This design comes from an exercise in tuning for small area, a short achievable clock period and few clock cycles per item on the open sky130 flow, not from production work. RTL that was checked went through simulation tests only; none was proved equivalent to the original. No activity file was given, so power comes from the tool's default toggle rates.

==> flow/design.v <==
module biriscv_divider
(
     input           clk_i
    ,input           rst_i
    ,input           opcode_valid_i
    ,input  [ 31:0]  opcode_opcode_i
    ,input  [ 31:0]  opcode_pc_i
    ,input           opcode_invalid_i
    ,input  [  4:0]  opcode_rd_idx_i
    ,input  [  4:0]  opcode_ra_idx_i
    ,input  [  4:0]  opcode_rb_idx_i
    ,input  [ 31:0]  opcode_ra_operand_i
    ,input  [ 31:0]  opcode_rb_operand_i
    ,output          writeback_valid_o
    ,output [ 31:0]  writeback_value_o
);
function low_mask32;
    input [31:0] x;
    begin
        low_mask32 = ~|(x[31:1] & ~x[30:0]);
    end
endfunction
wire div_rem_inst_w = ((opcode_opcode_i & 32'hfe00707f)  == 32'h2004033)  ||
                      ((opcode_opcode_i & 32'hfe00707f) == 32'h2005033) ||
                      ((opcode_opcode_i & 32'hfe00707f)  == 32'h2006033)  ||
                      ((opcode_opcode_i & 32'hfe00707f) == 32'h2007033);
wire start_w  = opcode_valid_i & div_rem_inst_w;
wire signed_w = ~opcode_opcode_i[12];    
wire div_w    = ~opcode_opcode_i[13];    
wire [31:0] a_w = opcode_ra_operand_i;
wire [31:0] b_w = opcode_rb_operand_i;
wire a_neg_w  = signed_w & a_w[31];
wire b_neg_w  = signed_w & b_w[31];
wire [31:0] a_abs_w = a_neg_w ? -a_w : a_w;
wire [31:0] a_inv_w = a_w ^ {32{a_neg_w}};
wire [31:0] b_inv_w = b_w ^ {32{b_neg_w}};
wire [5:0]  za_w;
wire [5:0]  zb_w;
biriscv_divider_clz u_clz_a (.x_i(a_inv_w), .z_o(za_w));
biriscv_divider_clz u_clz_b (.x_i(b_inv_w), .z_o(zb_w));
wire        pa_w    = a_neg_w & low_mask32(a_inv_w);
wire        pb_w    = b_neg_w & low_mask32(b_inv_w);
wire        b_zero_w = zb_w[5] & ~b_neg_w;
wire [5:0]  za_x_w   = za_w - {5'b0, pa_w};
wire [5:0]  zb_x_w   = zb_w - {5'b0, pb_w};
wire [6:0]  shift_w  = {1'b0, zb_x_w} - {1'b0, za_x_w};
wire        no_q_w   = shift_w[6] | b_zero_w;
wire [4:0]  sh_w     = {shift_w[4:1], 1'b1};
wire [64:0] e_sh_w   = {1'b1, ~b_inv_w, {32{~b_neg_w}}} << sh_w;
wire [32:0] e_init_w = e_sh_w[64:32];
reg        busy_q;
reg        valid_q;
reg [3:0]  cnt_q;
reg        div_q;       
reg        neg_q;       
reg [31:0] r_q;         
reg [32:0] e_q;         
reg        c_q;         
reg [31:0] q_q;         
wire [34:0] sum1_w  = {2'b0, r_q, 1'b1} + {1'b1, e_q, c_q};
wire [33:0] sub1_w  = sum1_w[34:1];
wire        q1_w    = ~sub1_w[33];
wire [31:0] r1_w    = q1_w ? sub1_w[31:0] : r_q;
wire [32:0] e1_w    = {1'b1, e_q[32:1]};
wire [34:0] sum2_w  = {2'b0, r1_w, 1'b1} + {1'b1, e1_w, c_q};
wire [33:0] sub2_w  = sum2_w[34:1];
wire        q2_w    = ~sub2_w[33];
wire [31:0] r2_w    = q2_w ? sub2_w[31:0] : r1_w;
always @(posedge clk_i or posedge rst_i)
if (rst_i)
begin
    busy_q  <= 1'b0;
    valid_q <= 1'b0;
    cnt_q   <= 4'b0;
end
else if (busy_q)
begin
    cnt_q   <= cnt_q - 4'd1;
    if (cnt_q == 4'd0)
    begin
        valid_q <= 1'b1;
        busy_q  <= 1'b0;
    end
    else
        valid_q <= 1'b0;
end
else
begin
    cnt_q   <= sh_w[4:1];
    valid_q <= start_w & no_q_w;
    busy_q  <= start_w & ~no_q_w;
end
always @(posedge clk_i)
if (busy_q)
begin
    if (div_q && cnt_q == 4'd0)
        r_q <= {q_q[29:0], q1_w, q2_w};
    else
        r_q <= r2_w;
    e_q <= {2'b11, e_q[32:2]};
    q_q <= {q_q[29:0], q1_w, q2_w};
end
else
begin
    r_q   <= (div_w & no_q_w) ? {32{b_zero_w}} : a_abs_w;
    e_q   <= e_init_w;
    c_q   <= ~b_neg_w;
    q_q   <= 32'b0;
    div_q <= div_w;
    neg_q <= div_w ? (a_neg_w ^ b_neg_w) & ~b_zero_w : a_neg_w;
end
assign writeback_valid_o = valid_q;
assign writeback_value_o = neg_q ? -r_q : r_q;
endmodule
module biriscv_divider_clz
(
     input  [31:0] x_i
    ,output [5:0]  z_o
);
wire [15:0] v1; wire [15:0] c1;
wire [7:0]  v2; wire [15:0] c2;
wire [3:0]  v3; wire [11:0] c3;
wire [1:0]  v4; wire [7:0]  c4;
genvar i;
generate
for (i = 0; i < 16; i = i + 1)
begin : l1
    assign v1[i] = x_i[2*i+1] | x_i[2*i];
    assign c1[i] = ~x_i[2*i+1];
end
for (i = 0; i < 8; i = i + 1)
begin : l2
    assign v2[i]         = v1[2*i+1] | v1[2*i];
    assign c2[2*i+1:2*i] = v1[2*i+1] ? {1'b0, c1[2*i+1]} : {1'b1, c1[2*i]};
end
for (i = 0; i < 4; i = i + 1)
begin : l3
    assign v3[i]         = v2[2*i+1] | v2[2*i];
    assign c3[3*i+2:3*i] = v2[2*i+1] ? {1'b0, c2[4*i+3:4*i+2]} : {1'b1, c2[4*i+1:4*i]};
end
for (i = 0; i < 2; i = i + 1)
begin : l4
    assign v4[i]         = v3[2*i+1] | v3[2*i];
    assign c4[4*i+3:4*i] = v3[2*i+1] ? {1'b0, c3[6*i+5:6*i+3]} : {1'b1, c3[6*i+2:6*i]};
end
endgenerate
wire       v5 = v4[1] | v4[0];
wire [4:0] c5 = v4[1] ? {1'b0, c4[7:4]} : {1'b1, c4[3:0]};
assign z_o = v5 ? {1'b0, c5} : 6'd32;
endmodule
Settings: LEC_CHECK=0, CAP_MARGIN=20, CORE_MARGIN=2, CORE_UTILIZATION=40, SETUP_SLACK_MARGIN=1.5, SLEW_MARGIN=20; clock period 7.0 ns.
run.sh (not shown) runs the stock make flow with config.mk's settings and CLKGATE_MAP_FILE= SYNTH_SCRIPT=/design/flow/synth_recipe.tcl, a recipe that flattens the netlist after the stock synthesis.
Rerun with:
--- a/flow/design.v
+++ b/flow/design.v
@@ -57,13 +57,11 @@
 reg [32:0] e_q;         
 reg        c_q;         
 reg [31:0] q_q;         
-wire [34:0] sum1_w  = {2'b0, r_q, 1'b1} + {1'b1, e_q, c_q};
-wire [33:0] sub1_w  = sum1_w[34:1];
+wire [33:0] sub1_w  = {2'b0, r_q} + {1'b1, e_q} + {33'b0, c_q};
 wire        q1_w    = ~sub1_w[33];
 wire [31:0] r1_w    = q1_w ? sub1_w[31:0] : r_q;
 wire [32:0] e1_w    = {1'b1, e_q[32:1]};
-wire [34:0] sum2_w  = {2'b0, r1_w, 1'b1} + {1'b1, e1_w, c_q};
-wire [33:0] sub2_w  = sum2_w[34:1];
+wire [33:0] sub2_w  = {2'b0, r1_w} + {1'b1, e1_w} + {33'b0, c_q};
 wire        q2_w    = ~sub2_w[33];
 wire [31:0] r2_w    = q2_w ? sub2_w[31:0] : r1_w;
 always @(posedge clk_i or posedge rst_i)
@@ -93,24 +91,22 @@
 always @(posedge clk_i)
 if (busy_q)
 begin
-    if (div_q && cnt_q == 4'd0)
-        r_q <= {q_q[29:0], q1_w, q2_w};
-    else
-        r_q <= r2_w;
+    r_q <= r2_w;
     e_q <= {2'b11, e_q[32:2]};
     q_q <= {q_q[29:0], q1_w, q2_w};
 end
 else
 begin
-    r_q   <= (div_w & no_q_w) ? {32{b_zero_w}} : a_abs_w;
+    r_q   <= a_abs_w;
     e_q   <= e_init_w;
     c_q   <= ~b_neg_w;
-    q_q   <= 32'b0;
+    q_q   <= {32{b_zero_w}};
     div_q <= div_w;
     neg_q <= div_w ? (a_neg_w ^ b_neg_w) & ~b_zero_w : a_neg_w;
 end
+wire [31:0] res_w = div_q ? q_q : r_q;
 assign writeback_valid_o = valid_q;
-assign writeback_value_o = neg_q ? -r_q : r_q;
+assign writeback_value_o = neg_q ? -res_w : res_w;
 endmodule
 module biriscv_divider_clz
 (
Design area shrinks by about 2.3%. Routed wire length shrinks by about 8%. Sequential power grows by about 10%. Critical path depth stays the same. Hold slack is about the same. Combinational power grows by about 16%. Register-to-register slack is better by 0.22 ns. Power grows by 14%. Non-clock buffer count shrinks by 61. Cell count grows by about 0.7%. Core utilization shrinks by 4.1 points. Clock power shrinks by 7.5%. Global-route usage shrinks by 2.9 points. Die area grows by about 5%.
Testbench counts after the change, summed over its fixed seeds: cycles 19,588, ops 4,800.
No functional check of the RTL was part of the first run of this note.

[what the ideal ports hide]
The flow's constraints put no driver on any port. The routed layouts listed below were extracted and timed again, unchanged, in two steps. Step 1 assumes that a clkbuf_16 drives the clock port and a buf_2 every other input. Step 2 adds t to the input delays and takes it off the output delays; t is the mean of the earliest and latest rising clock arrival at the registers after step 1. Input paths then give back, and output paths get back, about the clock's delay inside the block. Slacks: ideal / step 1 / step 2; pairs: ideal / step 1.
run | shift t [ns] | setup slack, ns | worst data-port slew with drivers (ns)
the first run | 0.401 | 1.485 / 1.507 / 1.106 | 0.07
the second run | 0.401 | 1.663 / 1.656 / 1.287 | 0.06
After both steps every run listed still meets setup and hold. The setup slack of the first run, which loses most, moves by +0.022 ns with the drivers and by -0.379 ns with both steps.
